This design comes from an exercise in tuning for small area on the open sky130 flow, not from production work.
At most, simulation tests tie the RTL to the original design; equivalence was not proved.
The clock port is modelled as an ideal driver; clocking choices that lean on that would not hold on a real chip.
Power is estimated from default activity; no workload was simulated.

==> module meanfilter, before the edit <==
module meanfilter #(
    parameter           DATA_WITH    =  24,
    parameter    [7:0]  MEAN_Level   =  7
)
(
    input       wire                        clk,
    input       wire                        rst,
    input       wire                        en,
    input       wire                        iValid,
    input       wire [DATA_WITH-1:0]        iData,
    output      wire [DATA_WITH + MEAN_Level -1:0] oData,
    output      wire                        oReady
);
reg  [4:0]  v;       
reg         p11;     
reg         p00;     
reg         z;       
reg         l0;      
reg  [1:0]  cn;      
reg  [30:0] rn;      
reg  [3:0]  tn;      
wire st0 = iValid & ~v[0];
wire st1 = v[0] & ~v[1];
wire st2 = v[1] & ~v[2];
wire st3 = v[2] & ~v[3];
wire st4 = v[3] & ~v[4];
wire p0  = ~(st1 | st2 | st3 | st4);
wire shift = en & (st0 | st1 | st2 | st3 | (st4 & ~z));
wire wrap = (p11 & ~iData[23] & ~iData[22]) | (p00 & iData[23] & iData[22]);
wire [6:0] xdn = ~(({7{p0}}  & iData[6:0]) | ({7{st1}} & iData[13:7]) |
                   ({7{st2}} & iData[20:14]) | ({7{st3}} & {4'b0, iData[23:21]}));
wire ga = z | p0;
wire gb = z | st4 | (p0 & wrap);
wire [6:0] an = {rn[6:3] | {4{ga | st4}}, rn[2:0] | {3{ga}}};
wire [6:0] bn = ~(rn[13:7] | {{4{gb | st3}}, {3{gb}}});
wire [1:0] cin = p0 ? 2'b10 : cn;
wire [6:0] psn = an ^ bn ^ xdn;
wire [6:0] pcn = (an & bn) | (an & xdn) | (bn & xdn);
wire [7:0] rcn;
wire [6:0] dn;
assign dn[0]  = psn[0] ^ cin[0] ^ cin[1];
assign rcn[0] = (psn[0] & cin[0]) | (psn[0] & cin[1]) | (cin[0] & cin[1]);
genvar j;
generate for (j = 1; j < 7; j = j + 1) begin : g_rip
    assign dn[j]  = psn[j] ^ pcn[j-1] ^ rcn[j-1];
    assign rcn[j] = (psn[j] & pcn[j-1]) | (psn[j] & rcn[j-1]) | (pcn[j-1] & rcn[j-1]);
end endgenerate
always @(posedge clk) begin
    v[0] <= iValid;
    if (rst)
        v[4:1] <= 4'd0;
    else
        v[4:1] <= v[3:0];
    p11 <= iData[23] & iData[22];
    p00 <= ~(iData[23] | iData[22]);
    if (rst)
        z <= 1'b1;
    else if (en & st0 & wrap)
        z <= 1'b1;
    else if (en & st4)
        z <= 1'b0;
    if (en & st4)
        l0 <= z;
    cn <= {pcn[6], rcn[6]};
    tn <= dn[6:3];
    if (shift)
        rn <= {dn[2:0], tn, rn[30:7]};
end
assign oData  = en ? (z ? 31'd0 : ~rn & {24'hffffff, {7{~l0}}}) : {iData, 7'b0};
assign oReady = v[4];
endmodule
==> flow/config.mk <==
export PLATFORM = sky130hd
export DESIGN_NAME = meanfilter
export DESIGN_NICKNAME = meanfilter
export VERILOG_FILES = /design/flow/design.v
export SDC_FILE = /design/flow/constraint.sdc
export NUM_CORES = 4
export LEC_CHECK = 0
export ABC_AREA = 1
export CAP_MARGIN = 0
export CORE_MARGIN = 2
export CORE_UTILIZATION = 65
export SLEW_MARGIN = 0
==> flow/constraint.sdc <==
create_clock -name core_clock -period 5.0 [get_ports {clk}]
set_input_delay 1.0000 -clock core_clock [delete_from_list [all_inputs] [get_ports {clk}]]
set_output_delay 1.0000 -clock core_clock [all_outputs]
set_load 0.01 [all_outputs]
standard.sh (not shown) runs the stock make flow with config.mk's settings and CLKGATE_MAP_FILE= SYNTH_SCRIPT=/design/flow/synth_recipe.tcl, a recipe that flattens the netlist after the stock synthesis.
==> flow/flow/run.sh <==
#!/bin/bash
set -euo pipefail
rm -rf scripts_local
cp -r "$FLOW_HOME/scripts" scripts_local
cp flow/abc_area.script scripts_local/abc_area.script
export SCRIPTS_DIR="$PWD/scripts_local"
export BUFFER_PORTS_ARGS="-buffer_cell sky130_fd_sc_hd__buf_1"
export PRE_CTS_TCL="$PWD/flow/manual_cts.tcl"
export CTS_ARGS="-clk_nets clk -dont_use_dummy_load"
export MCTS_N=3 MCTS_CELL=sky130_fd_sc_hd__clkbuf_8 MCTS_ROOT=sky130_fd_sc_hd__clkbuf_1
RES="$PWD/orfs/results/sky130hd/meanfilter/base"
bash standard.sh "$RES/1_2_yosys.v" > synth.log 2>&1
python3 flow/fa_pins.py "$RES/1_2_yosys.v" > fa_pins.log 2>&1
# the platform's don't-use cells, plus the larger plain buffers, so that repair
# buffers high-fanout nets with buf_1/buf_2
DONT_USE="sky130_fd_sc_hd__probe_p_8 sky130_fd_sc_hd__probec_p_8 sky130_fd_sc_hd__lpflow_bleeder_1 sky130_fd_sc_hd__lpflow_clkbufkapwr_1 sky130_fd_sc_hd__lpflow_clkbufkapwr_16 sky130_fd_sc_hd__lpflow_clkbufkapwr_2 sky130_fd_sc_hd__lpflow_clkbufkapwr_4 sky130_fd_sc_hd__lpflow_clkbufkapwr_8 sky130_fd_sc_hd__lpflow_clkinvkapwr_1 sky130_fd_sc_hd__lpflow_clkinvkapwr_16 sky130_fd_sc_hd__lpflow_clkinvkapwr_2 sky130_fd_sc_hd__lpflow_clkinvkapwr_4 sky130_fd_sc_hd__lpflow_clkinvkapwr_8 sky130_fd_sc_hd__lpflow_decapkapwr_12 sky130_fd_sc_hd__lpflow_decapkapwr_3 sky130_fd_sc_hd__lpflow_decapkapwr_4 sky130_fd_sc_hd__lpflow_decapkapwr_6 sky130_fd_sc_hd__lpflow_decapkapwr_8 sky130_fd_sc_hd__lpflow_inputiso0n_1 sky130_fd_sc_hd__lpflow_inputiso0p_1 sky130_fd_sc_hd__lpflow_inputiso1n_1 sky130_fd_sc_hd__lpflow_inputiso1p_1 sky130_fd_sc_hd__lpflow_inputisolatch_1 sky130_fd_sc_hd__lpflow_isobufsrc_1 sky130_fd_sc_hd__lpflow_isobufsrc_16 sky130_fd_sc_hd__lpflow_isobufsrc_2 sky130_fd_sc_hd__lpflow_isobufsrc_4 sky130_fd_sc_hd__lpflow_isobufsrc_8 sky130_fd_sc_hd__lpflow_isobufsrckapwr_16 sky130_fd_sc_hd__lpflow_lsbuf_lh_hl_isowell_tap_1 sky130_fd_sc_hd__lpflow_lsbuf_lh_hl_isowell_tap_2 sky130_fd_sc_hd__lpflow_lsbuf_lh_hl_isowell_tap_4 sky130_fd_sc_hd__lpflow_lsbuf_lh_isowell_4 sky130_fd_sc_hd__lpflow_lsbuf_lh_isowell_tap_1 sky130_fd_sc_hd__lpflow_lsbuf_lh_isowell_tap_2 sky130_fd_sc_hd__lpflow_lsbuf_lh_isowell_tap_4 sky130_fd_sc_hd__buf_4 sky130_fd_sc_hd__buf_6 sky130_fd_sc_hd__buf_8 sky130_fd_sc_hd__buf_12 sky130_fd_sc_hd__buf_16 sky130_fd_sc_hd__clkbuf_4 sky130_fd_sc_hd__clkbuf_16 sky130_fd_sc_hd__dlygate4sd1_1 sky130_fd_sc_hd__dlygate4sd2_1 sky130_fd_sc_hd__dlygate4sd3_1 sky130_fd_sc_hd__clkdlybuf4s15_1 sky130_fd_sc_hd__clkdlybuf4s15_2 sky130_fd_sc_hd__clkdlybuf4s18_1 sky130_fd_sc_hd__clkdlybuf4s18_2 sky130_fd_sc_hd__clkdlybuf4s25_1 sky130_fd_sc_hd__clkdlybuf4s25_2 sky130_fd_sc_hd__clkdlybuf4s50_1 sky130_fd_sc_hd__clkdlybuf4s50_2 sky130_fd_sc_hd__dlymetal6s2s_1 sky130_fd_sc_hd__dlymetal6s4s_1 sky130_fd_sc_hd__dlymetal6s6s_1"
bash standard.sh DONT_USE_CELLS="$DONT_USE" finish > standard.log 2>&1
Other scripts of this flow, unchanged in this note and not shown: flow/flow/abc_area.script, flow/flow/fa_pins.py, flow/flow/manual_cts.tcl
Change:
--- a/flow/design.v
+++ b/flow/design.v
@@ -10,27 +10,27 @@
     input       wire                        iValid,
     input       wire [DATA_WITH-1:0]        iData,
     output      wire [DATA_WITH + MEAN_Level -1:0] oData,
     output      wire                        oReady
 );
 reg  [4:0]  v;       
-reg         p11;     
-reg         p00;     
+reg  [1:0]  prev;    
 reg         z;       
 reg         l0;      
 reg  [1:0]  cn;      
 reg  [30:0] rn;      
 reg  [3:0]  tn;      
 wire st0 = iValid & ~v[0];
 wire st1 = v[0] & ~v[1];
 wire st2 = v[1] & ~v[2];
 wire st3 = v[2] & ~v[3];
 wire st4 = v[3] & ~v[4];
 wire p0  = ~(st1 | st2 | st3 | st4);
 wire shift = en & (st0 | st1 | st2 | st3 | (st4 & ~z));
-wire wrap = (p11 & ~iData[23] & ~iData[22]) | (p00 & iData[23] & iData[22]);
+wire wrap = (prev == 2'b11 && iData[23:22] == 2'b00) ||
+            (prev == 2'b00 && iData[23:22] == 2'b11);
 wire [6:0] xdn = ~(({7{p0}}  & iData[6:0]) | ({7{st1}} & iData[13:7]) |
                    ({7{st2}} & iData[20:14]) | ({7{st3}} & {4'b0, iData[23:21]}));
 wire ga = z | p0;
 wire gb = z | st4 | (p0 & wrap);
 wire [6:0] an = {rn[6:3] | {4{ga | st4}}, rn[2:0] | {3{ga}}};
 wire [6:0] bn = ~(rn[13:7] | {{4{gb | st3}}, {3{gb}}});
@@ -44,19 +44,17 @@
 genvar j;
 generate for (j = 1; j < 7; j = j + 1) begin : g_rip
     assign dn[j]  = psn[j] ^ pcn[j-1] ^ rcn[j-1];
     assign rcn[j] = (psn[j] & pcn[j-1]) | (psn[j] & rcn[j-1]) | (pcn[j-1] & rcn[j-1]);
 end endgenerate
 always @(posedge clk) begin
-    v[0] <= iValid;
     if (rst)
-        v[4:1] <= 4'd0;
+        v <= 5'd0;
     else
-        v[4:1] <= v[3:0];
-    p11 <= iData[23] & iData[22];
-    p00 <= ~(iData[23] | iData[22]);
+        v <= {v[3:0], iValid};
+    prev <= iData[23:22];
     if (rst)
         z <= 1'b1;
     else if (en & st0 & wrap)
         z <= 1'b1;
     else if (en & st4)
         z <= 1'b0;
=>
- worst setup slack improved by 0.022 ns
- power came out lower by a few percent
- register-to-register slack improved by 0.02 ns
- utilization came out higher by 0.20 points
- worst hold slack improved by 0.0043 ns
- synthesized cell count came out higher slightly
No functional check of the RTL was part of the second run of this note.

========
meanfilter again, from the RTL that the note above started with.
Settings: LEC_CHECK=0, ABC_AREA=1, CAP_MARGIN=0, CORE_MARGIN=2, CORE_UTILIZATION=65, SLEW_MARGIN=0; clock period 5.0 ns.
Scripts as last shown in full above: flow/flow/run.sh
Other scripts of this flow, unchanged in this note and not shown: flow/flow/abc_area.script, flow/flow/fa_pins.py, flow/flow/manual_cts.tcl
Change:
--- a/flow/design.v
+++ b/flow/design.v
@@ -32,8 +32,9 @@
                    ({7{st2}} & iData[20:14]) | ({7{st3}} & {4'b0, iData[23:21]}));
 wire ga = z | p0;
-wire gb = z | st4 | (p0 & wrap);
+wire gb = z | st4;
+wire gw = gb | (p0 & wrap);
 wire [6:0] an = {rn[6:3] | {4{ga | st4}}, rn[2:0] | {3{ga}}};
-wire [6:0] bn = ~(rn[13:7] | {{4{gb | st3}}, {3{gb}}});
-wire [1:0] cin = p0 ? 2'b10 : cn;
+wire [6:0] bn = ~(rn[13:7] | {{4{gw | st3}}, {2{gw}}, gb});
+wire [1:0] cin = p0 ? {~wrap | z | rn[7], 1'b0} : cn;
 wire [6:0] psn = an ^ bn ^ xdn;
 wire [6:0] pcn = (an & bn) | (an & xdn) | (bn & xdn);
Effect: Total power increases slightly; fmax decreases slightly; flip-flop and latch count stays the same; worst setup slack got worse by 59 ps; wire length increases by a few percent; cell area decreases slightly; die area increases slightly; utilization decreases by 0.41 points; clock skew is about the same.

========
## the reference run
Another version of the RTL of meanfilter (not shown whole).
For scale: roughly 60 I/O pins, about 2200 um2 of cells after synthesis.
==> module meanfilter, before the edit <==
module meanfilter #(
    parameter           DATA_WITH    =  24,
    parameter    [7:0]  MEAN_Level   =  7
)
(
    input       wire                        clk,
    input       wire                        rst,
    input       wire                        en,
    input       wire                        iValid,
    input       wire [DATA_WITH-1:0]        iData,
    output      wire [DATA_WITH + MEAN_Level -1:0] oData,
    output      wire                        oReady
);
reg  [4:0]  v;       
reg  [1:0]  prev;    
reg         z;       
reg  [1:0]  cn;      
reg  [30:0] rn;      
reg  [3:0]  tn;      
wire st0 = iValid & ~v[0];
wire st1 = v[0] & ~v[1];
wire st2 = v[1] & ~v[2];
wire st3 = v[2] & ~v[3];
wire st4 = v[3] & ~v[4];
wire p0  = ~(st1 | st2 | st3 | st4);
wire shift = en & (st0 | st1 | st2 | st3 | st4);
wire wrap = (prev == 2'b11 && iData[23:22] == 2'b00) ||
            (prev == 2'b00 && iData[23:22] == 2'b11);
wire g0 = z ? st1 : p0;
wire g1 = z ? st2 : st1;
wire g2 = z ? st3 : st2;
wire g3 = z ? st4 : st3;
wire [6:0] xdn = ~(({7{g0}} & iData[6:0]) | ({7{g1}} & iData[13:7]) |
                   ({7{g2}} & iData[20:14]) | ({7{g3}} & {4'b0, iData[23:21]}));
wire ga = z | p0;
wire gb = z | st4;
wire [6:0] an = {rn[6:3] | {4{ga | st4}}, rn[2:0] | {3{ga}}};
wire [6:0] bn = ~(rn[13:7] | {{4{gb | st3}}, {3{gb}}});
wire       ci = p0 | (z & st1);      
wire [1:0] cin = ci ? 2'b10 : cn;
wire [6:0] psn = an ^ bn ^ xdn;
wire [6:0] pcn = (an & bn) | (an & xdn) | (bn & xdn);
wire [7:0] rcn;
wire [6:0] dn;
assign dn[0]  = psn[0] ^ cin[0] ^ cin[1];
assign rcn[0] = (psn[0] & cin[0]) | (psn[0] & cin[1]) | (cin[0] & cin[1]);
genvar j;
generate for (j = 1; j < 7; j = j + 1) begin : g_rip
    assign dn[j]  = psn[j] ^ pcn[j-1] ^ rcn[j-1];
    assign rcn[j] = (psn[j] & pcn[j-1]) | (psn[j] & rcn[j-1]) | (pcn[j-1] & rcn[j-1]);
end endgenerate
always @(posedge clk) begin
    if (rst)
        v <= 5'd0;
    else
        v <= {v[3:0], iValid};
    prev <= iData[23:22];
    if (rst)
        z <= 1'b1;
    else if (en & st0 & wrap)
        z <= 1'b1;
    else if (en & st4)
        z <= 1'b0;
    cn <= {pcn[6], rcn[6]};
    tn <= dn[6:3];
    if (shift)
        rn <= {dn[2:0], {tn, rn[30:28]} | {7{z & st1}}, rn[27:7]};
end
assign oData  = en ? (z ? 31'd0 : ~rn) : {iData, 7'b0};
assign oReady = v[4];
endmodule
clock: 5.0 ns
lec_check: 0
abc_area: 1
cap_margin: 0
core_margin: 2
core_utilization: 40
slew_margin: 0
==> flow/flow/run.sh <==
#!/bin/bash
set -euo pipefail
rm -rf scripts_local
cp -r "$FLOW_HOME/scripts" scripts_local
cp flow/abc_area.script scripts_local/abc_area.script
export SCRIPTS_DIR="$PWD/scripts_local"
export BUFFER_PORTS_ARGS="-buffer_cell sky130_fd_sc_hd__buf_1"
bash standard.sh > standard.log 2>&1
==> flow/flow/abc_area.script <==
strash
dch -f
map -a
[inputs] the trial run vs the reference run
==> flow/design.v, changed modules only <==
module meanfilter #(
    parameter           DATA_WITH    =  24,
    parameter    [7:0]  MEAN_Level   =  7
)
(
    input       wire                        clk,
    input       wire                        rst,
    input       wire                        en,
    input       wire                        iValid,
    input       wire [DATA_WITH-1:0]        iData,
    output      wire [DATA_WITH + MEAN_Level -1:0] oData,
    output      wire                        oReady
);
reg  [4:0]  v;       
reg  [1:0]  prev;    
reg         z;       
reg  [1:0]  cn;      
reg  [30:0] rn;      
reg  [3:0]  tn;      
wire st0 = iValid & ~v[0];
wire st1 = v[0] & ~v[1];
wire st2 = v[1] & ~v[2];
wire st3 = v[2] & ~v[3];
wire st4 = v[3] & ~v[4];
wire shift = en & (st0 | st1 | st2 | st3 | st4);
wire wrap = (prev == 2'b11 && iData[23:22] == 2'b00) ||
            (prev == 2'b00 && iData[23:22] == 2'b11);
wire fw = st0 & wrap;
wire m = z;
wire g0 = m ? st1 : st0;
wire g1 = m ? st2 : st1;
wire g2 = m ? st3 : st2;
wire g3 = m ? st4 : st3;
wire [6:0] xdn = ~(({7{g0}} & iData[6:0]) | ({7{g1}} & iData[13:7]) |
                   ({7{g2}} & iData[20:14]) | ({7{g3}} & {4'b0, iData[23:21]}));
wire ga = m | st0;
wire gb = m | st4;
wire [6:0] an = {rn[6:3] | {4{ga | st4}}, rn[2:0] | {3{ga}}};
wire [6:0] bn = ~(rn[13:7] | {{4{gb | st3}}, {3{gb}}}) ;
wire [1:0] cin = st0 ? 2'b10 : cn;
wire [6:0] psn = an ^ bn ^ xdn;
wire [6:0] pcn = (an & bn) | (an & xdn) | (bn & xdn);
wire [7:0] rcn;
wire [6:0] dn;
assign dn[0]  = psn[0] ^ cin[0] ^ cin[1];
assign rcn[0] = (psn[0] & cin[0]) | (psn[0] & cin[1]) | (cin[0] & cin[1]);
genvar j;
generate for (j = 1; j < 7; j = j + 1) begin : g_rip
    assign dn[j]  = psn[j] ^ pcn[j-1] ^ rcn[j-1];
    assign rcn[j] = (psn[j] & pcn[j-1]) | (psn[j] & rcn[j-1]) | (pcn[j-1] & rcn[j-1]);
end endgenerate
always @(posedge clk) begin
    if (rst)
        v <= 5'd0;
    else
        v <= {v[3:0], iValid};
    prev <= iData[23:22];
    if (rst)
        z <= 1'b1;
    else if (en & st0 & wrap)
        z <= 1'b1;
    else if (en & st4)
        z <= 1'b0;
    cn <= {pcn[6] | fw, rcn[6] & ~fw};
    tn <= dn[6:3] | {4{fw}};
    if (shift)
        rn <= {dn[2:0] | {3{fw}}, tn, rn[30:7]};
end
assign oData  = en ? (z ? 31'd0 : ~rn) : {iData, 7'b0};
assign oReady = v[4];
endmodule
==> notes.md <==
In the reports for the trial run and the reference run, the larger via count belongs to the reference run. Of the trial run and the reference run, the trial run shows the higher sequential fraction of design power, with the reference run below it. Diff the reference run -> the trial run: design internal power shows a reduction of about 7%; design area moved down; compound-cell area share of the yosys netlist moved down; clock power now sits lower. [compare] base=the reference run new=the trial run: number of design-rule violations left by the first detailed-router iteration grew by about 17%, die boundary height grew by about 0.7%, floorplan core area grew by 230 um2, share of final-layout standard cells stronger than drive strength 1 shrank by 1.3 points. The trial run ended up with a lower cell depth of the worst flop-to-flop path than the reference run did. The trial run did not stop at any stage, and its layout met the timing, design-rule and antenna checks.

-- afterwards: timing with drivers on the ports --
Ports are ideal in the flow. The routed layouts listed here were re-timed in OpenROAD. Step 1 sets driving cells, clkbuf_16 on the clock port and buf_2 on the other inputs (assumed; they add their load-dependent delay and slew). Step 2 moves the port delays by t, midway between the first and last clock arrival at a register: inputs arrive t later, outputs are due t later. That takes back most of the time a late clock gives input paths. Slacks: ideal / step 1 / step 2; pairs: ideal / step 1.
run | t, ns | setup slack, ns | slew at the worst register clock pin (ns)
the first run of note 1 | 0.500 | 0.360 / 0.360 / -0.002 | 0.10 / 0.10
the second run of note 1 | 0.450 | 0.383 / 0.383 / 0.036 | 0.10 / 0.10
the first run of note 2 | 0.493 | 0.283 / 0.283 / -0.036 | 0.10 / 0.10
the second run of note 2 | 0.507 | 0.224 / 0.224 / -0.032 | 0.10 / 0.10
the reference run | 0.321 | 0.212 / 0.212 / 0.012 | 0.09 / 0.09
the trial run | 0.323 | 0.196 / 0.202 / -0.121 | 0.08 / 0.08
Met with ideal ports but missed after step 2: setup timing in the first run of note 1, the first run of note 2, the second run of note 2 and the trial run. For the first run of note 1, which loses most, drivers alone change the setup slack by 0.000 ns; drivers and shift together by -0.362 ns.
